What follows belongs to an exercise in optimizing a design on an open flow for small area, a short achievable clock period and few clock cycles per item; a production flow would make more cautious choices. RTL that was checked went through simulation tests only; none was proved equivalent to the original. Only the layout flow was run in run 1; the RTL was not checked for function there.

## flow/design.v (module list and top-level ports; edited modules follow where they fit)
// module Final: 2096 lines
// module Final_fa: 4 lines
// module Final_hai: 4 lines
module Final(
    rst_n,
    clk,
    in_valid,
    weight_valid,
    I,
    W,
    out_valid,
    OUT
);
  // ...
==> flow/run.sh <==
#!/bin/bash
# synth_recipe.tcl (not shown) runs the flow's synth.tcl, then flattens the netlist and writes it again
# the make line also repeats each setting of config.mk as NAME=value (left out here)
make -C /OpenROAD-flow-scripts/flow DESIGN_CONFIG=/design/flow/config.mk WORK_HOME=/design/flow/orfs CLKGATE_MAP_FILE= SYNTH_SCRIPT=/design/flow/synth_recipe.tcl finish
==> flow/config.mk <==
export PLATFORM = sky130hd
export DESIGN_NAME = Final
export DESIGN_NICKNAME = Final
export VERILOG_FILES = /design/flow/design.v
export SDC_FILE = /design/flow/constraint.sdc
export NUM_CORES = 4
export LEC_CHECK = 0
export CAP_MARGIN = 20
export CORE_MARGIN = 2
export CORE_UTILIZATION = 40
export SETUP_SLACK_MARGIN = 4
export SLEW_MARGIN = 20
export SYNTH_HIERARCHICAL = 1
==> flow/constraint.sdc <==
create_clock -name core_clock -period 10.0 [get_ports {clk}]
set_input_delay 2.0000 -clock core_clock [delete_from_list [all_inputs] [get_ports {clk}]]
set_output_delay 2.0000 -clock core_clock [all_outputs]
set_load 0.01 [all_outputs]
==> impl_metrics.json, run 1 <==
{
  "hold_class": "reg -> reg",
  "insertion_delay_ns": 0.49,
  "mostFrequentLayoutCell": "nand2_1",
  "tapCellCount": 600,
  "final_area_um2": 23000,
  "syn_avg_cell_area_um2": 12.6,
  "synthDistinctLibCells": 34,
  "row_count": 78,
  "die_h_um": 219,
  "rsz0062_at_grt": "true",
  "ys_seq_area_frac": 0.241,
  "status": "timing/DRC/antenna clean",
  "syn_area_um2": 18600,
  "nets": 2533,
  "cts_resized": 17,
  "netlist_instances": 1472,
  "worst_pin_slew_ns": 0.929,
  "slew_viol_final": 0,
  "async_reset_ff_frac": 0.675,
  "setup_viol": 0,
  "endpoint": "cs[47]",
  "drt_iter0_drc": 1119,
  "netlist_top_cells_count": "516 x nand2_1, 489 x fa_1, 129 x dfrtp_1",
  "wl_met1_um": 26300
}
==> run 2: changes to the inputs <==
--- a/flow/design.v
+++ b/flow/design.v
@@ -1580,3 +1580,3 @@
   Final_fa us94 (.a(s76), .b(s78), .c(s80), .s(s94), .co(c95));
-  Final_hai us96 (.a(s82), .b(s84), .s(s96), .co(c97));
+  Final_fa us96 (.a(s82), .b(s84), .c(1'b1), .s(s96), .co(c97));
   Final_fa us98 (.a(pp[101]), .b(pp[104]), .c(pp[114]), .s(s98), .co(c99));
@@ -1736,3 +1736,3 @@
   Final_fa us406 (.a(s390), .b(c223), .c(s392), .s(s406), .co(c407));
-  Final_hai us408 (.a(s394), .b(s396), .s(s408), .co(c409));
+  Final_fa us408 (.a(s394), .b(s396), .c(1'b1), .s(s408), .co(c409));
   Final_fa us410 (.a(pp[103]), .b(pp[106]), .c(pp[109]), .s(s410), .co(c411));
@@ -1828,3 +1828,3 @@
   Final_fa us590 (.a(c405), .b(s576), .c(c407), .s(s590), .co(c591));
-  Final_hai us592 (.a(s578), .b(s580), .s(s592), .co(c593));
+  Final_fa us592 (.a(s578), .b(s580), .c(1'b1), .s(s592), .co(c593));
   Final_fa us594 (.a(pp[107]), .b(pp[110]), .c(pp[11]), .s(s594), .co(c595));
@@ -1954,3 +1954,3 @@
   Final_fa us842 (.a(s832), .b(c737), .c(c739), .s(s842), .co(c843));
-  Final_hai us844 (.a(s834), .b(c741), .s(s844), .co(c845));
+  Final_fa us844 (.a(s834), .b(c741), .c(1'b1), .s(s844), .co(c845));
   Final_fa us846 (.a(c745), .b(c747), .c(c749), .s(s846), .co(c847));
@@ -1977,3 +1977,3 @@
   Final_fa us888 (.a(c837), .b(c839), .c(s880), .s(s888), .co(c889));
-  Final_hai us890 (.a(s882), .b(s884), .s(s890), .co(c891));
+  Final_fa us890 (.a(s882), .b(s884), .c(1'b1), .s(s890), .co(c891));
   Final_fa us892 (.a(c847), .b(c849), .c(c851), .s(s892), .co(c893));
@@ -1986,5 +1986,5 @@
   Final_fa us906 (.a(c879), .b(c881), .c(c883), .s(s906), .co(c907));
-  Final_hai us908 (.a(c885), .b(s902), .s(s908), .co(c909));
+  Final_fa us908 (.a(c885), .b(s902), .c(1'b1), .s(s908), .co(c909));
   Final_fa us910 (.a(c893), .b(c895), .c(c897), .s(s910), .co(c911));
-  Final_hai us912 (.a(c899), .b(c901), .s(s912), .co(c913));
+  Final_fa us912 (.a(c899), .b(c901), .c(1'b1), .s(s912), .co(c913));
   Final_fa us914 (.a(cs[0]), .b(cs[1]), .c(cs[2]), .s(s914), .co(c915));
@@ -1997,3 +1997,3 @@
   Final_fa us928 (.a(c919), .b(c921), .c(s924), .s(s928), .co(c929));
-  Final_hai us930 (.a(s926), .b(c923), .s(s930), .co(c931));
+  Final_fa us930 (.a(s926), .b(c923), .c(1'b1), .s(s930), .co(c931));
   Final_fa us932 (.a(cs[18]), .b(cs[19]), .c(cs[20]), .s(s932), .co(c933));
@@ -2100,5 +2100 @@
 endmodule
-module Final_hai(input a, input b, output s, output co);
-  assign s = ~(a ^ b);
-  assign co = a | b;
-endmodule
--- a/flow/config.mk
+++ b/flow/config.mk
@@ -10,3 +10,3 @@
 export CORE_UTILIZATION = 40
-export SETUP_SLACK_MARGIN = 4
+export SETUP_SLACK_MARGIN = 5
 export SLEW_MARGIN = 20
==> run 2 against run 1 <==
Effect of this change: worst setup slack better by 0.13 ns; synthesized area down 0.30%; sequential cell count unchanged; highest routed layer is now met5; first-iteration DRC count down 15%.
==> impl_metrics.json, run 2 <==
{
  "status": "timing/DRC/antenna clean",
  "yosys.area.top_type": "fa_1",
  "start_util": 0.407,
  "reg_top3": "weight (128), cs (62), out_valid (1)",
  "hp-start": "weight[117]",
  "drc": 0,
  "hold_end": "weight[117]",
  "tns_ns": 0,
  "ys.flop_type": "dfrtp_1",
  "hold_buffers": 0,
  "hold_class": "reg -> reg",
  "regMostFlops": "weight",
  "r2r-start": "weight[78]",
  "slew_viol_final": 0,
  "cts_tree": "done",
  "rsz0062_at_grt": "true",
  "worst_pin_slew_ns": 0.840,
  "r2r_slack_ns": 5.78,
  "pin_count": 274,
  "pre_cts_ws_ns": 2.87,
  "die_h_um": 219,
  "drt_iter0_drc": 956,
  "mostFrequentLayoutCell": "nand2_1",
  "antenna_cells": 0,
  "multi_input_area_um2": 15800,
  "hold_violations": 0,
  "path_clk_slew_ns": 0.08,
  "ys_ff_latch": 191,
  "synth_edf_count": 0,
  "endpoint_kind": "flop",
  "yosysMostFrequentCell": "nand2_1",
  "cts_root_buf": "clkbuf_16",
  "dieArea_um2": 48000,
  "final_cell_mix": "406 x nand2_1, 349 x fa_2, 238 x clkdlybuf4s50_1, 148 x fa_1, 129 x dfrtp_1",
  "syn_avg_cell_area_um2": 12.8,
  "gp_congestion": 0.970,
  "grt_util_all_layers": 0.286,
  "setup_viol": 0,
  "grt_remaining_overflow": 0,
  "slew_headroom": 0.440,
  "crit_type": "in -> reg",
  "drtAntennaViolNets": 0,
  "syn_area_um2": 18500,
  "antenna_found_initial": 1,
  "seqCellArea_um2": 4480,
  "fillers": 3747,
  "crit_fanout": 7,
  "worstPathArrival_ns": 6.15,
  "h-tree-depth": 4,
  "ys_seq_area_frac": 0.242,
  "vias": 12400,
  "wl_per_cell_um": 27.3,
  "grt_pass1_vias": 14200,
  "dpl.hpwl_um": 54500,
  "fp.coreArea_um2": 45500,
  "start_kind": "primary input",
  "area_growth_pct": 36.7,
  "via_per_inst": 5.16,
  "synth_area_leaders": "fa_1 54%, dfrtp_1 17%, nand2_1 10%",
  "post-route-period-util": 0.579,
  "totalWireLength_um": 65700,
  "layout-drive-gt1-share": 0.409,
  "fmax_mhz": 173,
  "async_reset_ff_frac": 0.675,
  "clk_path_buf_depth": 2,
  "netlist_instances": 1441,
  "required_ns": 10.37,
  "netlist_top_cells_count": "516 x nand2_1, 497 x fa_1, 129 x dfrtp_1",
  "grt_max_degree": 60,
  "hold_depth": 1,
  "nets": 2561,
  "rr_endpoint": "cs[44]",
  "synthDistinctLibCells": 35,
  "reg2reg_depth": 9,
  "setup_ws_ns": 4.21,
  "row_count": 78,
  "numCtsBuffers": 17,
  "yosys_warnings": 7,
  "cap_violations": 0,
  "chipWidth_um": 219,
  "cts_num_sinks": 191,
  "numPortBuffers": 273,
  "grt_pass1_wl_um": 95400,
  "drtPass1Iterations": 7,
  "period_needed_ns": 5.79,
  "fin_skew_ns": 0.0163,
  "largest_reg_flops": 128,
  "netlist.area_leader.share": 0.538,
  "insertion_delay_ns": 0.48
}
-- run 2: changes by cell type in the layout (fill, tap and decap cells not counted), moves of 99 or more --
cell | before | now
fa_2 | 44 | 349
fa_1 | 445 | 148
mux2_2 | 125 | 1
mux2_4 | 3 | 127
nand2_1 | 514 | 406
nand2_2 | 3 | 102
-- run 2: metrics by stage --
| step | hold slack [ns] | std cells | cell area (µm²) | utilization |
|---|---|---|---|---|
| after floorplan | 0.492 | 1448 | 19900 | - |
| after global placement | 0.510 | 2311 | 23200 | 0.509 |
| after detailed placement | 0.512 | 2311 | 23200 | 0.509 |
| after CTS | 0.531 | 2381 | 24600 | 0.541 |
| after global routing | 0.544 | 2405 | 25300 | 0.556 |
| final | 0.532 | 2405 | 25300 | 0.556 |
-- run 2: worst max-delay path, stage by stage --
cell and delay [ns]:
buf_16 0.14, buf_12 0.13, buf_16 0.15, mux2_4 0.36, nand2_4 0.08, fa_2 0.46
fa_2 0.39, fa_2 0.43, fa_2 0.56, fa_2 0.45, fa_2 0.58, fa_2 0.42
-- run 2: final cells by class --
type                            instances  area share
Sequential cell                       191       0.177
Clock buffer                           25      0.0234
Multi-Input combinational cell       1217       0.623
Timing Repair Buffer                  339       0.141
Tap cell                              600      0.0297
Inverter                               26     0.00386
Clock inverter                          7     0.00218
-- run 2: how the worst max path moves through the flow --
stage / from / endpoint / slack (ns) / cells after the start
finish: weight_valid / cs[44] / 4.21 / 12
global route: cs[24] / OUT[10] / 4.14 / 13
CTS: W[118] / cs[44] / 4.15 / 10
detailed placement: weight_valid / cs[44] / 2.87 / 11
global placement: weight_valid / cs[44] / 2.90 / 11
floorplan: weight_valid / cs[39] / 4.08 / 11
-- run 2: kinds of logic (layout without fill, tap and decap cells) --
group,Yosys count,after routing,share of synthesized area
fa+ha+maj,509,509,0.546
mux,128,128,0.0779
xor+xnor,7,7,0.00331
simple gates,538,538,0.112
flops,191,191,0.242
other cells,1,8,0.000203
buf+inv,40,397,0.00906
compound gates,27,27,0.0101
-- run 2: metal layers --
layer  track usage  wire length, µm  up-vias
met5             0               11        -
met4        0.0786             2100        2
met3        0.0467             3680       94
met2         0.476            32300      438
met1         0.390            27600     6671
li1              -                -     5198
-- run 2: Yosys stat by module, one instance, submodules excluded --
module | area, µm² | flops+latches | cells inside | times used
Final | 8570 | 191 | 945 | 1
Final_fa | 20.0 | 0 | 1 | 496
-- run 2: timing repair --
| item | CTS | global route |
|---|---|---|
| pin swaps | 41 | 152 |
| endpoints found under the setup margin | 60 | 50 |
| cloned | 9 | 3 |
| endpoints found under the hold margin | 0 | 0 |
| resized for setup | 160 | 159 |
| buffers inserted | 29 | 21 |
Testbench counts of run 2, summed over its fixed seeds: cycles 3,200, items 3,200.
==> run 3: changes to the inputs <==
==> flow/flow/run.sh (new file) <==
#!/bin/bash
# Own layout flow: the standard flow (standard.sh, unchanged synthesis and
# steps) with the port buffers made from the small sky130_fd_sc_hd__buf_1
# instead of the default delay buffer. Each tool's output goes to a log here.
set -euo pipefail
export BUFFER_PORTS_ARGS="-buffer_cell sky130_fd_sc_hd__buf_1"
bash standard.sh > standard_flow.log 2>&1
==> flow/standard.sh (new file) <==
#!/bin/bash
# synth_recipe.tcl (not shown) runs the flow's synth.tcl, then flattens the netlist and writes it again
# the make line also repeats each setting of config.mk as NAME=value (left out here)
make -C /OpenROAD-flow-scripts/flow DESIGN_CONFIG=/design/flow/config.mk WORK_HOME=/design/flow/orfs CLKGATE_MAP_FILE= SYNTH_SCRIPT=/design/flow/synth_recipe.tcl "${@:-finish}"
--- a/flow/config.mk
+++ b/flow/config.mk
@@ -10,3 +10,3 @@
 export CORE_UTILIZATION = 40
-export SETUP_SLACK_MARGIN = 5
+export SETUP_SLACK_MARGIN = 3.5
 export SLEW_MARGIN = 20
removed: flow/run.sh
==> run 3 against run 2 <==
Effect of this change: hold slack better by 0.013 ns; wire length down 8.1%; synthesized cell count unchanged; highest routed layer is now met4; clock-buffer cell count down 7; design area down 17%; sequential cell count unchanged; critical path depth down 1; die area unchanged; final cell count down 2.6%.
==> impl_metrics.json, run 3 <==
{
  "ys_seq_area_frac": 0.242,
  "required_ns": 10.35,
  "totalWireLength_um": 60400,
  "row_count": 78,
  "hold_end": "weight[80]",
  "drtAntennaViolNets": 0,
  "regMostFlops": "weight",
  "crit_type": "in -> reg",
  "cap_violations": 0,
  "yosys_warnings": 7,
  "path_clk_slew_ns": 0.07,
  "crit_chain": "clkbuf_16, bufbuf_16, mux2_2, nand2_1, fa_1, fa_1, fa_1, fa_1, fa_1, fa_1, fa_1",
  "area_growth_pct": 13.0,
  "yosysMostFrequentCell": "nand2_1",
  "syn_avg_cell_area_um2": 12.8,
  "worst_pin_slew_ns": 0.990,
  "vias": 12000,
  "chipWidth_um": 219,
  "async_reset_ff_frac": 0.675,
  "nets": 2498,
  "insertion_delay_ns": 0.48,
  "antenna_found_initial": 1,
  "grt_remaining_overflow": 0,
  "start_util": 0.407,
  "post-cts-setup-buffers": 0,
  "slew_viol_final": 0,
  "ys.flop_type": "dfrtp_1",
  "numCtsBuffers": 17,
  "h-tree-depth": 4,
  "tns_ns": 0,
  "grt_max_degree": 68,
  "drt_iter0_drc": 859,
  "layout-drive-gt1-share": 0.0987,
  "grt_pass1_vias": 13600,
  "via_per_inst": 5.14,
  "worstPathArrival_ns": 6.72,
  "hold_violations": 0,
  "hold_depth": 1,
  "startpoint": "weight_valid",
  "hold_class": "reg -> reg",
  "cts_num_sinks": 191,
  "hp-start": "weight[80]",
  "netlist_instances": 1441,
  "fillers": 4296,
  "grt_util_all_layers": 0.267,
  "setup_viol": 0,
  "largest_reg_flops": 128,
  "cts_tree": "done",
  "start_kind": "primary input",
  "r2r_slack_ns": 5.55,
  "fin_skew_ns": 0.0173,
  "netlist.area_leader.share": 0.538,
  "setup_ws_ns": 3.64,
  "fmax_mhz": 157,
  "pin_count": 274,
  "pre_cts_ws_ns": 2.65,
  "die_h_um": 219,
  "r2r-start": "weight[43]",
  "rr_endpoint": "cs[44]",
  "cts_root_buf": "clkbuf_16",
  "synth_edf_count": 0,
  "drtPass1Iterations": 5,
  "numPortBuffers": 273,
  "clk_path_buf_depth": 2,
  "dpl.hpwl_um": 54100,
  "fp.coreArea_um2": 45500,
  "endpoint_kind": "flop",
  "period_needed_ns": 6.36,
  "post-route-period-util": 0.636,
  "status": "timing/DRC/antenna clean",
  "reg_top3": "weight (128), cs (62), out_valid (1)",
  "slowest_delay_ns": 0.54,
  "final_cell_mix": "516 x nand2_1, 497 x fa_1, 271 x buf_1, 129 x dfrtp_1, 128 x mux2_2",
  "ys_ff_latch": 191,
  "dieArea_um2": 48000,
  "crit_fanout": 57,
  "critPathMostFrequentCell": "fa_1",
  "drc": 0,
  "slew_headroom": 0.340,
  "yosys.area.top_type": "fa_1",
  "cp_slowest_cell": "fa_1",
  "grt_pass1_wl_um": 89400,
  "synthDistinctLibCells": 35,
  "syn_area_um2": 18500,
  "path_buf_inv": 2,
  "synth_area_leaders": "fa_1 54%, dfrtp_1 17%, nand2_1 10%",
  "netlist_top_cells_count": "516 x nand2_1, 497 x fa_1, 129 x dfrtp_1",
  "rsz0062_at_grt": "false",
  "cpLargestDelayFamily": "adder cells",
  "mostFrequentLayoutCell": "nand2_1",
  "wl_per_cell_um": 25.8,
  "reg2reg_depth": 9,
  "gp_congestion": 0.968
}
run 3: cell counts after synthesis:
Identical to the previous run, type by type.
run 3: cell families after synthesis:
| family | share of synthesized area |
|---|---|
| and+or+nand+nor | 0.112 |
| AOI/OAI and AO/OA | 0.0101 |
| other | 0.000203 |
| muxes | 0.0779 |
| xor gates and xnor gates | 0.00331 |
| DFF | 0.242 |
| buffers and inverters | 0.00906 |
| adders and majority gates | 0.546 |
run 3: worst register-to-register path, delay by kind of cell, from the launching register on:
kind / cells / cell delay [ns]
AND/OR/NAND/NOR: 1 / 0.11
adder cells (fa/ha/maj): 7 / 3.55
multiplexers: 1 / 0.31
flip-flops: 1 / 0.37
run 3: routing by layer:
layer	vias up	GRT usage	share of wire
met4	0	0.113	0.042
met3	96	0.0495	0.062
met2	464	0.437	0.49
met5	-	0	0
met1	6411	0.350	0.41
li1	5076	-	-
run 3: cell type report:
class | count | area, µm² | area share
well taps | 600 | 751 | 0.0359
diodes | 1 | 2.50 | 0.000120
flip-flops and latches | 191 | 4470 | 0.214
clock buffers | 18 | 429 | 0.0205
clock inverters | 14 | 155 | 0.00742
multi-input cells | 1217 | 13900 | 0.664
repair buffers | 276 | 1120 | 0.0534
inverters | 26 | 97.6 | 0.00467
run 3: worst max path at each step:
stage / to / slack [ns] / cells after the start
4_1_cts: cs[44] / 3.65 / 11
3_3_place_gp: cs[44] / 2.71 / 11
5_1_grt: cs[44] / 3.53 / 11
2_1_floorplan: cs[44] / 3.75 / 11
3_5_place_dp: cs[44] / 2.65 / 11
6_report: cs[35] / 3.64 / 11
run 3: metrics by stage:
step / hold slack (ns) / util / instances / cell area [µm²]
finish: 0.545 / 0.460 / 2343 / 20900
detailed placement: 0.533 / 0.446 / 2309 / 20300
floorplan: 0.512 / - / 1448 / 18500
global route: 0.572 / 0.460 / 2343 / 20900
global placement: 0.525 / 0.446 / 2309 / 20300
CTS: 0.550 / 0.460 / 2342 / 20900
run 3: per-module statistics from Yosys (local to each module, per instance):
| module | area [µm²] | cells | flops+latches |
|---|---|---|---|
| Final_fa | 20.0 | 1 | 0 |
| Final | 8570 | 945 | 191 |
run 3: repair_timing:
| item | CTS | global route |
|---|---|---|
| resized for setup | 3 | 0 |
| hold buffers | 0 | 0 |
| setup endpoints to repair | 18 | 0 |
==> run 4: changes to the inputs <==
--- a/flow/config.mk
+++ b/flow/config.mk
@@ -10,3 +10,3 @@
 export CORE_UTILIZATION = 40
-export SETUP_SLACK_MARGIN = 3.5
+export SETUP_SLACK_MARGIN = 3.0
 export SLEW_MARGIN = 20
==> run 4 against run 3 <==
Effect of this change: design area shrank 0.28%; sequential cell count is the same; first-iteration DRC count grew 6.5%; synthesized area is the same.
==> impl_metrics.json, run 4 <==
{
  "r2r_slack_ns": 5.53,
  "period_needed_ns": 6.76,
  "crit_fanout": 73,
  "hp-start": "weight[80]",
  "insertion_delay_ns": 0.48,
  "nets": 2497,
  "grt_max_degree": 74,
  "post-route-period-util": 0.676,
  "start_util": 0.407,
  "die_h_um": 219,
  "hold_buffers": 0,
  "dpl.hpwl_um": 54100,
  "status": "timing/DRC/antenna clean",
  "endpoint_kind": "flop",
  "grt_util_all_layers": 0.265,
  "drtAntennaViolNets": 0,
  "netlist_instances": 1441,
  "path_clk_slew_ns": 0.07,
  "grt_pass1_vias": 13600,
  "fmax_mhz": 148,
  "reg_top3": "weight (128), cs (62), out_valid (1)",
  "worst_pin_slew_ns": 0.990,
  "antenna_found_initial": 1,
  "drt_iter0_drc": 915,
  "netlist_top_cells_count": "516 x nand2_1, 497 x fa_1, 129 x dfrtp_1",
  "dieArea_um2": 48000,
  "row_count": 78,
  "final_area_um2": 20900,
  "tns_ns": 0,
  "via_per_inst": 5.16,
  "hold_depth": 1,
  "cts_tree": "done",
  "grt_remaining_overflow": 0,
  "regMostFlops": "weight",
  "dpl_cell_area_um2": 20300,
  "crit_type": "in -> reg",
  "numPortBuffers": 273,
  "worstPathArrival_ns": 7.12,
  "start_kind": "primary input",
  "post-cts-setup-buffers": 0,
  "slew_viol_final": 0,
  "setup_viol": 0,
  "yosysMostFrequentCell": "nand2_1",
  "syn_area_um2": 18500,
  "fp.coreArea_um2": 45500,
  "clk_path_buf_depth": 2,
  "numCtsBuffers": 17,
  "netlist.area_leader.share": 0.538,
  "vias": 12100,
  "ys_seq_area_frac": 0.242,
  "drtPass1Iterations": 5,
  "syn_avg_cell_area_um2": 12.8,
  "reg2reg_depth": 9,
  "slew_headroom": 0.340,
  "async_reset_ff_frac": 0.675,
  "wl_per_cell_um": 25.5,
  "r2r-start": "weight[43]",
  "chipWidth_um": 219,
  "ys_ff_latch": 191,
  "cap_violations": 0,
  "cts_num_sinks": 191,
  "fin_skew_ns": 0.0139,
  "grt_pass1_wl_um": 89000,
  "cts_resized": 0,
  "synthDistinctLibCells": 35,
  "yosys_warnings": 7,
  "final_cell_mix": "516 x nand2_1, 497 x fa_1, 271 x buf_1, 129 x dfrtp_1, 128 x mux2_2",
  "ys.flop_type": "dfrtp_1",
  "hold_end": "weight[80]",
  "totalWireLength_um": 59800,
  "layout-drive-gt1-share": 0.0982,
  "hold_class": "reg -> reg",
  "h-tree-depth": 4,
  "largest_reg_flops": 128,
  "cts_root_buf": "clkbuf_16",
  "synth_area_leaders": "fa_1 54%, dfrtp_1 17%, nand2_1 10%",
  "synth_edf_count": 0,
  "area_growth_pct": 12.7,
  "rsz0062_at_grt": "false",
  "pin_count": 274,
  "gp_congestion": 0.968,
  "yosys.area.top_type": "fa_1",
  "hold_violations": 0,
  "required_ns": 10.35,
  "rr_endpoint": "cs[44]",
  "mostFrequentLayoutCell": "nand2_1",
  "drc": 0
}
==> run 4: cell count changes in the layout (fill, tap and decap cells not counted), sizes merged <==
cell / previous run / this run
bufbuf: 1 / 0
==> run 4: how the worst max path moves through the flow <==
stage                             from     end  slack [ns]  cells after the start
after detailed placement  weight_valid  cs[44]        2.65                     11
final                     weight_valid  cs[35]        3.24                     11
after global placement    weight_valid  cs[44]        2.71                     11
after floorplan           weight_valid  cs[44]        3.75                     11
after global routing      weight_valid  cs[44]        3.04                     11
after CTS                 weight_valid  cs[44]        3.17                     11
==> run 4: cells by family after synthesis <==
family,Yosys count,synth area share
muxes,128,0.0779
DFF,191,0.242
buffers and inverters,40,0.00906
adders and majority gates,509,0.546
other,1,0.000203
and+or+nand+nor,538,0.112
xor gates and xnor gates,7,0.00331
AOI/OAI and AO/OA,27,0.0101
==> run 4: metrics by stage <==
step | util | instances | hold slack [ns] | setup WS, ns
after floorplan | - | 1448 | 0.512 | 3.75
after global placement | 0.446 | 2309 | 0.525 | 2.71
after detailed placement | 0.446 | 2309 | 0.533 | 2.65
after CTS | 0.459 | 2341 | 0.550 | 3.17
after global routing | 0.459 | 2342 | 0.572 | 3.04
final | 0.459 | 2342 | 0.548 | 3.24
==> run 4: cell type report <==
type	count	area, µm²
antenna	1	2.50
clock buffer	18	429
clock inverter	14	155
fill	4298	24600
inverter	26	97.6
multi-input combinational	1217	13900
sequential	191	4470
tap	600	751
timing repair buffer	275	1060
==> run 4: modules after synthesis (local to each module, per instance) <==
module,area [µm²],flops+latches,times used
Final,8570,191,1
Final_fa,20.0,0,496
==> run 4: worst max-delay path, cell delays in order <==
cell,delay (ns)
clkbuf_4,0.60
buf_12,0.40
mux2_2,0.44
nand2_1,0.11
fa_1,0.46
fa_1,0.48
fa_1,0.60
fa_1,0.48
fa_1,0.53
fa_1,0.43
fa_1,0.47
==> run 4: per-layer routing <==
layer	up-vias	global-route usage	wire length (µm)
li1	5076	-	-
met1	6382	0.348	24200
met2	513	0.434	29300
met3	106	0.0491	3880
met4	0	0.113	2480
met5	-	0	0
==> run 5: changes to the inputs <==
--- a/flow/config.mk
+++ b/flow/config.mk
@@ -10,3 +10,3 @@
 export CORE_UTILIZATION = 40
-export SETUP_SLACK_MARGIN = 3.0
+export SETUP_SLACK_MARGIN = 4.5
 export SLEW_MARGIN = 20
==> run 5 against run 4 <==
Effect of this change: register-to-register slack improved by 0.19 ns; first-iteration DRC count up 14%; fmax up 16%; sequential cell count unchanged; design area up 10%; final cell count grew 1.2%; worst setup slack improved by 0.93 ns; critical path depth up 1; synthesized area unchanged; critical path type unchanged.
==> impl_metrics.json, run 5 <==
{
  "status": "timing/DRC/antenna clean",
  "path_clk_slew_ns": 0.09,
  "grt_pass1_wl_um": 96600,
  "numPortBuffers": 273,
  "fmax_mhz": 172,
  "period_needed_ns": 5.83,
  "crit_type": "in -> reg",
  "start_kind": "primary input",
  "crit_fanout": 7,
  "chipWidth_um": 219,
  "setup_viol": 0,
  "layout-drive-gt1-share": 0.337,
  "rsz0062_at_grt": "true",
  "required_ns": 10.40,
  "hold_violations": 0,
  "drtPass1Iterations": 5,
  "netlist_instances": 1441,
  "via_per_inst": 5.17,
  "netlist.area_leader.share": 0.538,
  "antenna_found_initial": 1,
  "totalWireLength_um": 65000,
  "reg_top3": "weight (128), cs (62), out_valid (1)",
  "fin_skew_ns": 0.0144,
  "pin_count": 274,
  "synth_area_leaders": "fa_1 54%, dfrtp_1 17%, nand2_1 10%",
  "mostFrequentLayoutCell": "nand2_1",
  "yosys.area.top_type": "fa_1",
  "pre_cts_ws_ns": 2.60,
  "setup_ws_ns": 4.17,
  "h-tree-depth": 4,
  "dieArea_um2": 48000,
  "dpl.hpwl_um": 54700,
  "syn_area_um2": 18500,
  "yosys_warnings": 7,
  "final_area_um2": 23000,
  "endpoint_kind": "flop",
  "r2r_slack_ns": 5.72,
  "ys_ff_latch": 191,
  "grt_max_degree": 64,
  "hold_slack_ns": 0.532,
  "cap_violations": 0,
  "ys.flop_type": "dfrtp_1",
  "synthDistinctLibCells": 35,
  "yosysMostFrequentCell": "nand2_1",
  "clk_path_buf_depth": 2,
  "cts_root_buf": "clkbuf_16",
  "regMostFlops": "weight",
  "fp.coreArea_um2": 45500,
  "grt_util_all_layers": 0.292,
  "async_reset_ff_frac": 0.675,
  "drt_iter0_drc": 1039,
  "insertion_delay_ns": 0.51,
  "slew_headroom": 0.428,
  "gp_congestion": 0.931,
  "synth_edf_count": 0,
  "grt_pass1_vias": 14400,
  "vias": 12300,
  "ys_seq_area_frac": 0.242,
  "final_cell_mix": "448 x nand2_1, 287 x fa_2, 263 x buf_1, 210 x fa_1, 129 x dfrtp_1",
  "worstPathArrival_ns": 6.23,
  "syn_avg_cell_area_um2": 12.8,
  "largest_reg_flops": 128,
  "drtAntennaViolNets": 0,
  "area_growth_pct": 24.4,
  "hold_class": "reg -> reg",
  "die_h_um": 219,
  "tns_ns": 0,
  "start_util": 0.407,
  "worst_pin_slew_ns": 0.857,
  "post-route-period-util": 0.583,
  "dpl_cell_area_um2": 21300,
  "netlist_top_cells_count": "516 x nand2_1, 497 x fa_1, 129 x dfrtp_1",
  "numCtsBuffers": 17,
  "drc": 0,
  "slew_viol_final": 0,
  "nets": 2527,
  "cts_num_sinks": 191,
  "antenna_cells": 0,
  "wl_per_cell_um": 27.4,
  "row_count": 78,
  "cts_tree": "done",
  "grt_remaining_overflow": 0
}
[run 5: cell counts after synthesis]
No cell type changed its count.
[run 5: area by class of cell]
cell class                      instances  area [µm²]
Fill cell                            4039       22500
Timing Repair Buffer                  305        1610
Inverter                               26        97.6
Sequential cell                       191        4480
Clock inverter                         15         209
Tap cell                              600         751
Clock buffer                           17         425
Multi-Input combinational cell       1217       15400
[run 5: metal layers]
layer	GRT usage	routed length, µm	up-vias
met4	0.0973	2030	0
met2	0.486	32200	441
met1	0.393	27100	6591
met3	0.0477	3580	86
li1	-	-	5150
met5	0	0	-
[run 5: through the flow]
step,instances,util
final,2371,0.506
after global routing,2371,0.506
after CTS,2371,0.502
after detailed placement,2311,0.468
after global placement,2311,0.468
after floorplan,1448,-
[run 5: per-module statistics from Yosys (local to each module, per instance)]
module / cells inside / area, µm² / copies in the design / flip-flops and latches
Final: 945 / 8570 / 1 / 191
Final_fa: 1 / 20.0 / 496 / 0
[run 5: cells by family after synthesis]
kind of cell | after synthesis | share of synthesized area
compound gates | 27 | 0.0101
other cells | 1 | 0.000203
fa+ha+maj | 509 | 0.546
flops | 191 | 0.242
simple gates | 538 | 0.112
xor+xnor | 7 | 0.00331
buf+inv | 40 | 0.00906
mux | 128 | 0.0779
[run 5: repair_timing]
action | in CTS | in global routing
hold buffers | 0 | 0
gates cloned | 11 | 0
pin swaps | 102 | 67
gates resized for setup | 150 | 53
setup buffers | 17 | 0
endpoints found under the setup margin | 53 | 26
[run 5: path summary, 6_finish.rpt]
check | to | cells past startpoint | startpoint
max in group asynchronous | weight[64] | 2 | rst_n
min in group asynchronous | weight[126] | 1 | rst_n
worst max register to register | cs[35] | 9 | weight[2]
worst min register to register | weight[64] | 1 | weight[64]
worst min-delay path | weight[64] | 1 | weight[64]
worst max-delay path | cs[44] | 12 | weight_valid
[run 5: worst max-delay path, cell delays in order]
cell and delay (ns):
clkbuf_16 0.16, buf_12 0.16, buf_16 0.15, mux2_4 0.25, nand2_2 0.07, fa_2 0.61, fa_2 0.51, fa_2 0.44
fa_2 0.49, fa_2 0.40, fa_2 0.55, fa_2 0.42
==> run 6: changes to the inputs <==
--- a/flow/config.mk
+++ b/flow/config.mk
@@ -10,3 +10,3 @@
 export CORE_UTILIZATION = 40
-export SETUP_SLACK_MARGIN = 4.5
+export SETUP_SLACK_MARGIN = 4
 export SLEW_MARGIN = 20
==> run 6 against run 5 <==
Effect of this change: first-iteration DRC count fell by 8.9%; synthesized area is the same; hold slack better by 0.0076 ns; wire length decreased by 5.1%; core utilization fell by 3.7 points; fmax shrank 1.8%; sequential share of layout area rose by 1.5 points; critical endpoint is now cs[35]; final cell count decreased by 0.67%; non-clock buffer count shrank 19; global-route usage down 2.4 points; worst setup slack got worse by 0.11 ns.
==> impl_metrics.json, run 6 <==
{
  "status": "timing/DRC/antenna clean",
  "wl_met2_um": 30100,
  "cts_tree": "done",
  "chipWidth_um": 219,
  "rsz0062_at_grt": "false",
  "highest_layer": "met4",
  "cts_root_buf": "clkbuf_16",
  "yosysMostFrequentCell": "nand2_1",
  "final_cell_mix": "515 x nand2_1, 435 x fa_1, 271 x buf_1, 129 x dfrtp_1, 114 x mux2_2",
  "nets": 2508,
  "seqCellArea_um2": 4470,
  "setup_viol": 0,
  "regMostFlops": "weight",
  "largest_reg_flops": 128,
  "antenna_found_initial": 3,
  "cp_slowest_cell": "fa_2",
  "drt_iter0_drc": 947,
  "row_count": 78,
  "start_util": 0.407,
  "hold_violations": 0,
  "insertion_delay_ns": 0.49,
  "area_growth_pct": 15.3,
  "fin_skew_ns": 0.0172,
  "synthDistinctLibCells": 35,
  "post-route-period-util": 0.594,
  "crit_type": "in -> reg",
  "hold_slack_ns": 0.539,
  "dpl.hpwl_um": 53300,
  "numPortBuffers": 273,
  "multi_input_area_um2": 14100,
  "wl_per_cell_um": 26.2,
  "syn_avg_cell_area_um2": 12.8,
  "tns_ns": 0,
  "required_ns": 10.36,
  "slew_headroom": 0.445,
  "yosys.area.top_type": "fa_1",
  "numCtsBuffers": 17,
  "cap_violations": 0,
  "path_buf_inv": 2,
  "wl_met1_um": 24900,
  "grt_pass1_wl_um": 90500,
  "syn_area_um2": 18500,
  "grt_max_degree": 62,
  "fillers": 4258,
  "netlist_top_cells_count": "516 x nand2_1, 497 x fa_1, 129 x dfrtp_1",
  "crit_fanout": 11,
  "slew_viol_final": 0,
  "cts_num_sinks": 191,
  "netlist.area_leader.share": 0.538,
  "cpLargestDelayFamily": "adder cells",
  "gp_congestion": 0.940,
  "netlist_instances": 1441,
  "reg_top3": "weight (128), cs (62), out_valid (1)",
  "synth_edf_count": 0,
  "worst_pin_slew_ns": 0.833,
  "async_reset_ff_frac": 0.675,
  "layout-drive-gt1-share": 0.141,
  "pre_cts_ws_ns": 2.89,
  "numPlacedInstances": 2312,
  "period_needed_ns": 5.94,
  "hold_class": "reg -> reg",
  "ys_seq_area_frac": 0.242,
  "drc": 0,
  "setup_ws_ns": 4.06,
  "vias": 12400,
  "mostFrequentLayoutCell": "nand2_1",
  "pin_count": 274,
  "via_per_inst": 5.25,
  "clk_path_buf_depth": 2,
  "wl_met3_um": 4610,
  "yosys_warnings": 7,
  "die_h_um": 219,
  "h-tree-depth": 4,
  "grt_util_all_layers": 0.268,
  "dieArea_um2": 48000,
  "ys.flop_type": "dfrtp_1",
  "fmax_mhz": 168,
  "fp.coreArea_um2": 45500,
  "drtAntennaViolNets": 0,
  "grt_pass1_vias": 14000,
  "synth_area_leaders": "fa_1 54%, dfrtp_1 17%, nand2_1 10%",
  "drtPass1Iterations": 5,
  "critPathMostFrequentCell": "fa_1",
  "worstPathArrival_ns": 6.30,
  "totalWireLength_um": 61700,
  "crit_chain": "clkbuf_16, clkbuf_16, mux2_2, nand2_1, fa_1, fa_1, fa_2, fa_1, fa_1, fa_1, fa_1",
  "fin_cells": 2355,
  "grt_remaining_overflow": 0,
  "endpoint_kind": "flop",
  "ys_ff_latch": 191,
  "start_kind": "primary input",
  "path_clk_slew_ns": 0.08,
  "slowest_delay_ns": 0.62
}
[run 6: worst reg2reg max path, stage by stage (launching register included)]
cell and delay, ns:
dfrtp_1 0.36, mux2_2 0.34, nand2_1 0.17, fa_1 0.44
fa_1 0.53, fa_2 0.43, fa_2 0.41, fa_1 0.59
fa_1 0.45, fa_1 0.46
[run 6: cell families (layout without fill, tap and decap cells)]
| family | Yosys count | after routing | synth area share |
|---|---|---|---|
| AO/OA/AOI/OAI | 27 | 27 | 0.0101 |
| multiplexers | 128 | 128 | 0.0779 |
| buffers and inverters | 40 | 344 | 0.00906 |
| other | 1 | 11 | 0.000203 |
| AND/OR/NAND/NOR | 538 | 538 | 0.112 |
| flip-flops | 191 | 191 | 0.242 |
| adder cells (fa/ha/maj) | 509 | 509 | 0.546 |
| XOR/XNOR | 7 | 7 | 0.00331 |
[run 6: path summary, 6_finish.rpt]
path | from | endpoint | slack [ns] | cells past startpoint
setup / recovery | weight_valid | cs[35] | 4.06 | 11
hold / removal | weight[114] | weight[114] | 0.54 | 1
setup reg to reg | weight[10] | cs[44] | 5.72 | 9
hold reg to reg | weight[114] | weight[114] | 0.54 | 1
max in group asynchronous | rst_n | weight[49] | 7.52 | 2
min in group asynchronous | rst_n | out_valid | 1.39 | 1
[run 6: Yosys stat by module, one instance, submodules excluded]
module	copies in the design	cell area [µm²]	flip-flops and latches	cells
Final	1	8570	191	945
Final_fa	496	20.0	0	1
[run 6: final cells by class]
type	count	share of cell area
multi-input combinational	1217	0.661
sequential	191	0.209
timing repair buffer	286	0.0606
tap	600	0.0352
clock buffer	17	0.0199
clock inverter	15	0.00886
inverter	26	0.00457
antenna	3	0.000352
[run 6: routing by layer]
layer,vias up,GRT usage
met5,-,0
met4,0,0.102
met3,94,0.0516
met2,569,0.438
met1,6609,0.357
li1,5100,-
[run 6: repair_timing]
item / 4_1_cts / 5_1_grt
hold buffers: 0 / 0
gates cloned: 4 / 4
setup buffers: 0 / 0
gates resized for setup: 10 / 14
pin swaps: 1 / 1
setup endpoints to repair: 30 / 8
[run 6: through the flow]
stage / utilization / area [µm²]
4_1_cts: 0.466 / 21200
3_3_place_gp: 0.450 / 20500
6_report: 0.469 / 21300
3_5_place_dp: 0.450 / 20500
2_1_floorplan: - / 18800
5_1_grt: 0.469 / 21300
==> run 7: changes to the inputs <==
==> flow/flow/run.sh (replaced) <==
#!/bin/bash
# Own layout flow: the standard flow (standard.sh, unchanged synthesis and
# steps) with
#  - port buffers made from the small sky130_fd_sc_hd__buf_1 instead of the
#    default delay buffer;
#  - clock tree synthesis without dummy loads and with smaller clock buffers.
# The make output goes to standard_flow.log here; ORFS keeps each step's log
# under orfs/logs.
set -euo pipefail
export BUFFER_PORTS_ARGS="-buffer_cell sky130_fd_sc_hd__buf_1"
export CTS_ARGS="-sink_clustering_enable -sink_clustering_size 14 -repair_clock_nets -dont_use_dummy_load -buf_list {sky130_fd_sc_hd__clkbuf_4 sky130_fd_sc_hd__clkbuf_8} -root_buf sky130_fd_sc_hd__clkbuf_8"
bash standard.sh > standard_flow.log 2>&1
==> run 7 against run 6 <==
Effect of this change: design area down 2.4%; highest routed layer is now met5; synthesized area stayed put; global-route usage fell by 0.34 points; first-iteration DRC count increased by 3.6%; hold slack worse by 0.0022 ns; non-clock buffer count decreased by 4; register-to-register slack worse by 0.05 ns; synthesized cell count did not move; die area unchanged; critical path type unchanged; sequential share of layout area rose by 0.51 points.
==> impl_metrics.json, run 7 <==
{
  "grt_remaining_overflow": 0,
  "tns_ns": 0,
  "worstPathArrival_ns": 6.38,
  "multi_input_area_um2": 14100,
  "top_usage_layer": "met2",
  "fin_skew_ns": 0.0399,
  "numCtsBuffers": 17,
  "via_per_inst": 5.22,
  "cts_tree": "done",
  "grt_pass1_wl_um": 89200,
  "crit_type": "in -> reg",
  "grt_max_degree": 62,
  "grt_pass1_vias": 13900,
  "post-cts-setup-buffers": 0,
  "clk_path_buf_depth": 2,
  "setup_viol": 0,
  "totalWireLength_um": 60700,
  "start_kind": "primary input",
  "path_clk_slew_ns": 0.11,
  "insertion_delay_ns": 0.54,
  "final_cell_mix": "515 x nand2_1, 446 x fa_1, 270 x buf_1, 129 x dfrtp_1, 115 x mux2_2",
  "hold_slack_ns": 0.537,
  "grt_util_all_layers": 0.265,
  "worst_pin_slew_ns": 0.830,
  "nets": 2504,
  "ys_seq_area_frac": 0.242,
  "hold_violations": 0,
  "h-tree-depth": 4,
  "netlist.area_leader.share": 0.538,
  "reg_top3": "weight (128), cs (62), out_valid (1)",
  "yosysMostFrequentCell": "nand2_1",
  "endpoint_kind": "flop",
  "numPlacedInstances": 2312,
  "row_count": 78,
  "synth_area_leaders": "fa_1 54%, dfrtp_1 17%, nand2_1 10%",
  "status": "timing/DRC/antenna clean",
  "netlist_instances": 1441,
  "drt_iter0_drc": 981,
  "fillers": 4314,
  "syn_area_um2": 18500,
  "rsz0062_at_grt": "true",
  "largest_reg_flops": 128,
  "grt_util_met3": 0.0505,
  "vias": 12200,
  "start_util": 0.407,
  "slew_headroom": 0.446,
  "drc": 0,
  "ys.flop_type": "dfrtp_1",
  "wl_per_cell_um": 26.0,
  "hold_class": "reg -> reg",
  "post-route-period-util": 0.596,
  "synthDistinctLibCells": 35,
  "cts_num_sinks": 191,
  "met2_usage": 0.429,
  "drtAntennaViolNets": 0,
  "period_needed_ns": 5.96,
  "regMostFlops": "weight",
  "layout-drive-gt1-share": 0.126,
  "cts_root_buf": "clkbuf_8",
  "mostFrequentLayoutCell": "nand2_1",
  "fp.coreArea_um2": 45500,
  "cap_violations": 0,
  "fin_cells": 2335,
  "ys_ff_latch": 191,
  "pin_count": 274,
  "antenna_found_initial": 4,
  "yosys_warnings": 7,
  "chipWidth_um": 219,
  "syn_avg_cell_area_um2": 12.8,
  "dieArea_um2": 48000,
  "dpl.hpwl_um": 53300,
  "netlist_top_cells_count": "516 x nand2_1, 497 x fa_1, 129 x dfrtp_1",
  "area_growth_pct": 12.6,
  "yosys.area.top_type": "fa_1",
  "numPortBuffers": 273,
  "slew_viol_final": 0,
  "drtPass1Iterations": 5,
  "use_met1": 0.356,
  "postLayoutCoreUtil": 0.458,
  "seqCellArea_um2": 4470,
  "synth_edf_count": 0,
  "required_ns": 10.43,
  "gp_congestion": 0.940,
  "async_reset_ff_frac": 0.675,
  "fmax_mhz": 168,
  "hold_buffers": 0,
  "die_h_um": 219,
  "crit_fanout": 21
}
==> run 7: changes by cell type in the layout (fill, tap and decap cells not counted), moves of 2 or more <==
cell,change
fa_1,+11
clkinv_8,-3
fa_2,-11
clkbuf_8,+16
inv_8,-7
inv_6,-2
clkbuf_16,-19
==> run 7: cells by family (layout without fill, tap and decap cells) <==
logic type	after synthesis	count (layout)	share of synthesized area
adders and majority gates	509	509	0.546
and+or+nand+nor	538	538	0.112
AOI/OAI and AO/OA	27	27	0.0101
muxes	128	128	0.0779
DFF	191	191	0.242
other	1	10	0.000203
buffers and inverters	40	325	0.00906
xor gates and xnor gates	7	7	0.00331
==> run 7: stage by stage <==
stage	cell area [µm²]	setup WS, ns
6_report	20800	4.04
3_3_place_gp	20500	2.97
3_5_place_dp	20500	2.89
5_1_grt	20800	3.99
2_1_floorplan	18800	3.98
4_1_cts	20800	3.99
==> run 7: critical path, cell delays in order <==
cell and delay [ns]:
clkbuf_16 0.21, buf_16 0.21, mux2_2 0.43, nand2_1 0.11, fa_1 0.46, fa_1 0.51
fa_2 0.64, fa_1 0.47, fa_1 0.45, fa_1 0.42, fa_1 0.44
==> run 7: worst paths after layout <==
check	startpoint	to	slack, ns	cells after the start
setup / recovery	weight_valid	cs[35]	4.04	11
hold / removal	weight[114]	weight[114]	0.54	1
setup reg to reg	weight[0]	cs[39]	5.67	9
hold reg to reg	weight[114]	weight[114]	0.54	1
max in group asynchronous	rst_n	weight[48]	7.55	2
min in group asynchronous	rst_n	out_valid	1.35	1
==> run 7: area by class of cell <==
| type | count | area share |
|---|---|---|
| Antenna cell | 2 | 0.000240 |
| Clock buffer | 17 | 0.0112 |
| Inverter | 26 | 0.00469 |
| Multi-Input combinational cell | 1217 | 0.676 |
| Sequential cell | 191 | 0.215 |
| Tap cell | 600 | 0.0360 |
| Timing Repair Buffer | 282 | 0.0576 |
==> run 7: timing repair <==
item | CTS | global route
setup endpoints to repair | 29 | 20
endpoints found under the hold margin | 0 | 0
resized for setup | 6 | 6
gates cloned | 2 | 2
==> run 7: modules after synthesis (local to each module, per instance) <==
| module | flip-flops and latches | copies in the design |
|---|---|---|
| Final | 191 | 1 |
| Final_fa | 0 | 496 |
==> run 7: routing by layer <==
layer | wire [µm] | up-vias
met5 | 12 | -
met4 | 2220 | 2
met3 | 4400 | 92
met2 | 29200 | 527
met1 | 24800 | 6514
li1 | - | 5059
==> run 8: changes to the inputs <==
--- a/flow/flow/run.sh
+++ b/flow/flow/run.sh
@@ -10,3 +10,3 @@
 export BUFFER_PORTS_ARGS="-buffer_cell sky130_fd_sc_hd__buf_1"
-export CTS_ARGS="-sink_clustering_enable -sink_clustering_size 14 -repair_clock_nets -dont_use_dummy_load -buf_list {sky130_fd_sc_hd__clkbuf_4 sky130_fd_sc_hd__clkbuf_8} -root_buf sky130_fd_sc_hd__clkbuf_8"
+export CTS_ARGS="-sink_clustering_enable -repair_clock_nets -dont_use_dummy_load -buf_list {sky130_fd_sc_hd__clkbuf_8 sky130_fd_sc_hd__clkbuf_16} -root_buf sky130_fd_sc_hd__clkbuf_16"
 bash standard.sh > standard_flow.log 2>&1
==> run 8 against run 7 <==
Effect of this change: synthesized cell count stayed put; die area unchanged; clock-buffer cell count stayed put; first-iteration DRC count decreased by 2.9%; critical path depth unchanged; still clean on timing, DRC and antenna; core utilization increased by 0.75 points.
==> impl_metrics.json, run 8 <==
{
  "status": "timing/DRC/antenna clean",
  "chipWidth_um": 219,
  "ys_ff_latch": 191,
  "fillers": 4257,
  "required_ns": 10.35,
  "worst_pin_slew_ns": 0.842,
  "grt_util_all_layers": 0.267,
  "fin_skew_ns": 0.0264,
  "endpoint_kind": "flop",
  "clk_path_buf_depth": 2,
  "fin_cells": 2340,
  "wl_per_cell_um": 26.4,
  "numCtsBuffers": 17,
  "post-cts-setup-buffers": 0,
  "hold_buffers": 0,
  "tns_ns": 0,
  "cts_num_sinks": 191,
  "die_h_um": 219,
  "antenna_found_initial": 3,
  "drtAntennaViolNets": 0,
  "via_per_inst": 5.28,
  "pin_count": 274,
  "period_needed_ns": 5.96,
  "slew_viol_final": 0,
  "fp.coreArea_um2": 45500,
  "ys.flop_type": "dfrtp_1",
  "yosys.area.top_type": "fa_1",
  "syn_avg_cell_area_um2": 12.8,
  "worstPathArrival_ns": 6.32,
  "async_reset_ff_frac": 0.675,
  "drt_iter0_drc": 953,
  "setup_viol": 0,
  "dieArea_um2": 48000,
  "grt_pass1_vias": 14000,
  "final_cell_mix": "515 x nand2_1, 436 x fa_1, 271 x buf_1, 129 x dfrtp_1, 113 x mux2_2",
  "nets": 2509,
  "dpl.hpwl_um": 53300,
  "start_kind": "primary input",
  "cts_root_buf": "clkbuf_16",
  "post-route-period-util": 0.596,
  "numPlacedInstances": 2312,
  "mostFrequentLayoutCell": "nand2_1",
  "hold_class": "reg -> reg",
  "crit_fanout": 12,
  "syn_area_um2": 18500,
  "start_util": 0.407,
  "ys_seq_area_frac": 0.242,
  "netlist_instances": 1441,
  "numPortBuffers": 273,
  "grt_max_degree": 62,
  "cts_tree": "done",
  "slew_headroom": 0.439,
  "postLayoutCoreUtil": 0.465,
  "totalWireLength_um": 61800,
  "grt_pass1_wl_um": 90100,
  "h-tree-depth": 4,
  "netlist_top_cells_count": "516 x nand2_1, 497 x fa_1, 129 x dfrtp_1",
  "fmax_mhz": 168,
  "path_clk_slew_ns": 0.08,
  "synth_edf_count": 0,
  "netlist.area_leader.share": 0.538,
  "synth_area_leaders": "fa_1 54%, dfrtp_1 17%, nand2_1 10%",
  "hold_violations": 0,
  "synthDistinctLibCells": 35,
  "cap_violations": 0,
  "gp_congestion": 0.940,
  "area_growth_pct": 14.4,
  "reg_top3": "weight (128), cs (62), out_valid (1)",
  "yosysMostFrequentCell": "nand2_1",
  "insertion_delay_ns": 0.48,
  "layout-drive-gt1-share": 0.133,
  "drtPass1Iterations": 5,
  "rsz0062_at_grt": "true",
  "crit_type": "in -> reg",
  "grt_remaining_overflow": 0,
  "drc": 0,
  "r2r_slack_ns": 5.70,
  "row_count": 78,
  "largest_reg_flops": 128,
  "vias": 12400,
  "regMostFlops": "weight",
  "yosys_warnings": 7
}
run 8: cell count changes in the layout (fill, tap and decap cells not counted), sizes merged:
cell	previous run	this run
clkbuf	21	24
buf	278	280
run 8: area by class of cell:
class / count / area, µm² / share of cell area
tap: 600 / 751 / 0.0355
antenna: 2 / 5.00 / 0.000236
clock buffer: 17 / 425 / 0.0201
sequential: 191 / 4470 / 0.211
inverter: 26 / 97.6 / 0.00461
multi-input combinational: 1217 / 14100 / 0.666
timing repair buffer: 287 / 1320 / 0.0623
run 8: critical path: stages:
cell	delay (ns)
clkbuf_16	0.22
clkbuf_16	0.22
mux2_2	0.39
nand2_1	0.10
fa_1	0.46
fa_1	0.59
fa_1	0.54
fa_1	0.43
fa_1	0.47
fa_1	0.42
fa_1	0.44
run 8: cells by family (layout without fill, tap and decap cells):
| group | after synthesis | in the layout | share of synthesized area |
|---|---|---|---|
| mux | 128 | 128 | 0.0779 |
| flops | 191 | 191 | 0.242 |
| buf+inv | 40 | 330 | 0.00906 |
| simple gates | 538 | 538 | 0.112 |
| fa+ha+maj | 509 | 509 | 0.546 |
| other cells | 1 | 10 | 0.000203 |
| xor+xnor | 7 | 7 | 0.00331 |
| compound gates | 27 | 27 | 0.0101 |
run 8: worst paths after layout:
path,endpoint,cells after the start,startpoint
max,cs[35],11,weight_valid
min,weight[114],1,weight[114]
max reg2reg,cs[44],9,weight[107]
min reg2reg,weight[114],1,weight[114]
max in group asynchronous,weight[49],2,rst_n
min in group asynchronous,out_valid,1,rst_n
run 8: metrics by stage:
stage	instance area (µm²)	hold slack (ns)	setup WS, ns
6_report	21200	0.534	4.04
3_5_place_dp	20500	0.515	2.89
4_1_cts	21000	0.535	4.01
5_1_grt	21200	0.544	3.99
2_1_floorplan	18800	0.492	3.98
3_3_place_gp	20500	0.514	2.97
run 8: metal layers:
layer / vias up / track usage / share of wire
met5: - / 0 / 0.00019
met4: 2 / 0.105 / 0.038
met3: 99 / 0.0480 / 0.069
met2: 559 / 0.434 / 0.48
met1: 6624 / 0.359 / 0.41
li1: 5078 / - / -
run 8: modules after synthesis, one instance, submodules excluded:
module | cell area [µm²] | times used
Final_fa | 20.0 | 496
Final | 8570 | 1
run 8: timing repair:
| action | 4_1_cts | 5_1_grt |
|---|---|---|
| setup endpoints to repair | 31 | 13 |
| gates resized for setup | 8 | 16 |
| pin swaps | 1 | 3 |
| cloned | 4 | 5 |
==> run 9: changes to the inputs <==
--- a/flow/config.mk
+++ b/flow/config.mk
@@ -7,2 +7,3 @@
 export LEC_CHECK = 0
+export ABC_CLOCK_PERIOD_IN_PS = 2000
 export CAP_MARGIN = 20
==> run 9 against run 8 <==
Effect of this change: register-to-register slack is essentially flat; core utilization is the same; final cell count is the same; critical endpoint unchanged; highest routed layer unchanged.
==> impl_metrics.json, run 9 <==
{
  "rsz0062_at_grt": "true",
  "yosys.area.top_type": "fa_1",
  "area_growth_pct": 14.4,
  "gp_congestion": 0.940,
  "die_h_um": 219,
  "endpoint": "cs[35]",
  "ys_ff_latch": 191,
  "numPortBuffers": 273,
  "cts_root_buf": "clkbuf_16",
  "post-cts-setup-buffers": 0,
  "reg_top3": "weight (128), cs (62), out_valid (1)",
  "hp-start": "weight[114]",
  "startpoint": "weight_valid",
  "regMostFlops": "weight",
  "hold_violations": 0,
  "status": "timing/DRC/antenna clean",
  "hold_buffers": 0,
  "dpl.hpwl_um": 53300,
  "dpl_cell_area_um2": 20500,
  "grt_util_all_layers": 0.267,
  "path_buf_inv": 2,
  "clk_path_buf_depth": 2,
  "slew_viol_final": 0,
  "synth_area_leaders": "fa_1 54%, dfrtp_1 17%, nand2_1 10%",
  "crit_chain": "clkbuf_16, clkbuf_16, mux2_2, nand2_1, fa_1, fa_1, fa_1, fa_1, fa_1, fa_1, fa_1",
  "final_cell_mix": "515 x nand2_1, 436 x fa_1, 271 x buf_1, 129 x dfrtp_1, 113 x mux2_2",
  "mostFrequentLayoutCell": "nand2_1",
  "pre_cts_ws_ns": 2.89,
  "insertion_delay_ns": 0.48,
  "tns_ns": 0,
  "fp.coreArea_um2": 45500,
  "largest_reg_flops": 128,
  "fmax_mhz": 168,
  "netlist.area_leader.share": 0.538,
  "pin_count": 274,
  "syn_avg_cell_area_um2": 12.8,
  "ys_seq_area_frac": 0.242,
  "start_util": 0.407,
  "slowest_delay_ns": 0.59,
  "grt_max_degree": 62,
  "cts_num_sinks": 191,
  "dieArea_um2": 48000,
  "period_needed_ns": 5.96,
  "yosys_warnings": 7,
  "synthDistinctLibCells": 35,
  "endpoint_kind": "flop",
  "wl_per_cell_um": 26.4,
  "async_reset_ff_frac": 0.675,
  "path_clk_slew_ns": 0.08,
  "syn_area_um2": 18500,
  "cap_violations": 0,
  "cp_slowest_cell": "fa_1",
  "yosysMostFrequentCell": "nand2_1",
  "netlist_top_cells_count": "516 x nand2_1, 497 x fa_1, 129 x dfrtp_1",
  "grt_remaining_overflow": 0,
  "chipWidth_um": 219,
  "path_depth": 11,
  "ys.flop_type": "dfrtp_1",
  "grt_pass1_vias": 14000,
  "r2r-start": "weight[107]",
  "antenna_found_initial": 3,
  "layout-drive-gt1-share": 0.133,
  "row_count": 78,
  "post-route-period-util": 0.596,
  "nets": 2509,
  "totalWireLength_um": 61800,
  "final_area_um2": 21200,
  "via_per_inst": 5.28,
  "reg2reg_depth": 9,
  "cts_tree": "done",
  "cpLargestDelayFamily": "adder cells",
  "critPathMostFrequentCell": "fa_1",
  "drtAntennaViolNets": 0,
  "rr_endpoint": "cs[44]",
  "grt_pass1_wl_um": 90100,
  "slew_headroom": 0.439,
  "worstPathArrival_ns": 6.32,
  "start_kind": "primary input",
  "vias": 12400,
  "setup_ws_ns": 4.04,
  "setup_viol": 0,
  "netlist_instances": 1441,
  "synth_edf_count": 0,
  "crit_fanout": 12,
  "required_ns": 10.35,
  "drc": 0,
  "h-tree-depth": 4,
  "drt_iter0_drc": 953,
  "postLayoutCoreUtil": 0.465,
  "worst_pin_slew_ns": 0.842,
  "drtPass1Iterations": 5,
  "r2r_slack_ns": 5.70,
  "hold_class": "reg -> reg",
  "crit_type": "in -> reg",
  "numCtsBuffers": 17,
  "fin_skew_ns": 0.0264
}
==> run 9: modules after synthesis, one instance, submodules excluded <==
module | copies in the design | cells inside
Final | 1 | 945
Final_fa | 496 | 1
==> run 9: per-layer routing <==
layer | global-route usage | part of all wire | vias to the layer above
met5 | 0 | 0.00019 | -
met4 | 0.105 | 0.038 | 2
met3 | 0.0480 | 0.069 | 99
met2 | 0.434 | 0.48 | 559
met1 | 0.359 | 0.41 | 6624
li1 | - | - | 5078
==> run 9: how the worst min path moves through the flow <==
stage / endpoint / slack [ns] / depth (start not counted)
6_report: weight[114] / 0.53 / 1
5_1_grt: weight[63] / 0.54 / 1
4_1_cts: weight[107] / 0.53 / 1
3_5_place_dp: weight[107] / 0.52 / 1
3_3_place_gp: weight[63] / 0.51 / 1
2_1_floorplan: weight[107] / 0.49 / 1
==> run 9: logic make-up after synthesis <==
group                    Yosys count  synth area share
AND/OR/NAND/NOR                  538             0.112
buffers and inverters             40           0.00906
flip-flops                       191             0.242
XOR/XNOR                           7           0.00331
adder cells (fa/ha/maj)          509             0.546
other                              1          0.000203
multiplexers                     128            0.0779
AO/OA/AOI/OAI                     27            0.0101
==> run 9: stage by stage <==
| stage | cells | hold slack, ns |
|---|---|---|
| floorplan | 1448 | 0.492 |
| global placement | 2312 | 0.514 |
| detailed placement | 2312 | 0.515 |
| CTS | 2333 | 0.535 |
| global route | 2340 | 0.544 |
| finish | 2340 | 0.534 |
==> run 9: cell type report <==
type	instances	area (µm²)
Fill cell	4257	24300
Multi-Input combinational cell	1217	14100
Sequential cell	191	4470
Timing Repair Buffer	287	1320
Tap cell	600	751
Clock buffer	17	425
Inverter	26	97.6
Antenna cell	2	5.00
==> run 9: what timing repair did <==
| action | 4_1_cts | 5_1_grt |
|---|---|---|
| gates resized for setup | 8 | 16 |
| pin swaps | 1 | 3 |
| endpoints found under the setup margin | 31 | 13 |
| gates cloned | 4 | 5 |

-- re-timing with driven ports --
In the flow no input, the clock included, has a driving cell. The finished layouts below were timed again as built, in two steps. Step 1: set_driving_cell puts a clkbuf_16 on clk and a buf_2 on each other input, an assumption about the parent block. Step 2 also shifts input and output timing later by t, the mid clock arrival at the registers, as if the neighbouring blocks saw the same clock. Three values: ideal ports, drivers, drivers and shift; two values: the first two.
run	t (ns)	setup WS [ns]	worst setup path at the end	worst data-port slew with drivers (ns)	pins driven straight from the clock port
run 1	0.534	4.079 / 3.898 / 3.364	input to register	0.26	1
run 2	0.534	4.214 / 3.931 / 3.396	input to register	0.40	1
run 3	0.530	3.637 / 3.637 / 3.108	input to register	0.08	1
run 4	0.532	3.235 / 3.267 / 2.735	input to register	0.08	1
run 5	0.565	4.170 / 4.040 / 3.475	input to register	0.21	1
run 6	0.532	4.063 / 3.870 / 3.339	input to register	0.24	1
run 7	0.574	4.044 / 3.918 / 3.344	input to register	0.17	1
run 8	0.516	4.036 / 3.843 / 3.327	input to register	0.24	1
run 9	0.516	4.036 / 3.843 / 3.327	input to register	0.24	1
After both steps every run listed still meets setup and hold. The setup slack of run 2, which loses most, moves by -0.283 ns with the drivers and by -0.818 ns with both steps.
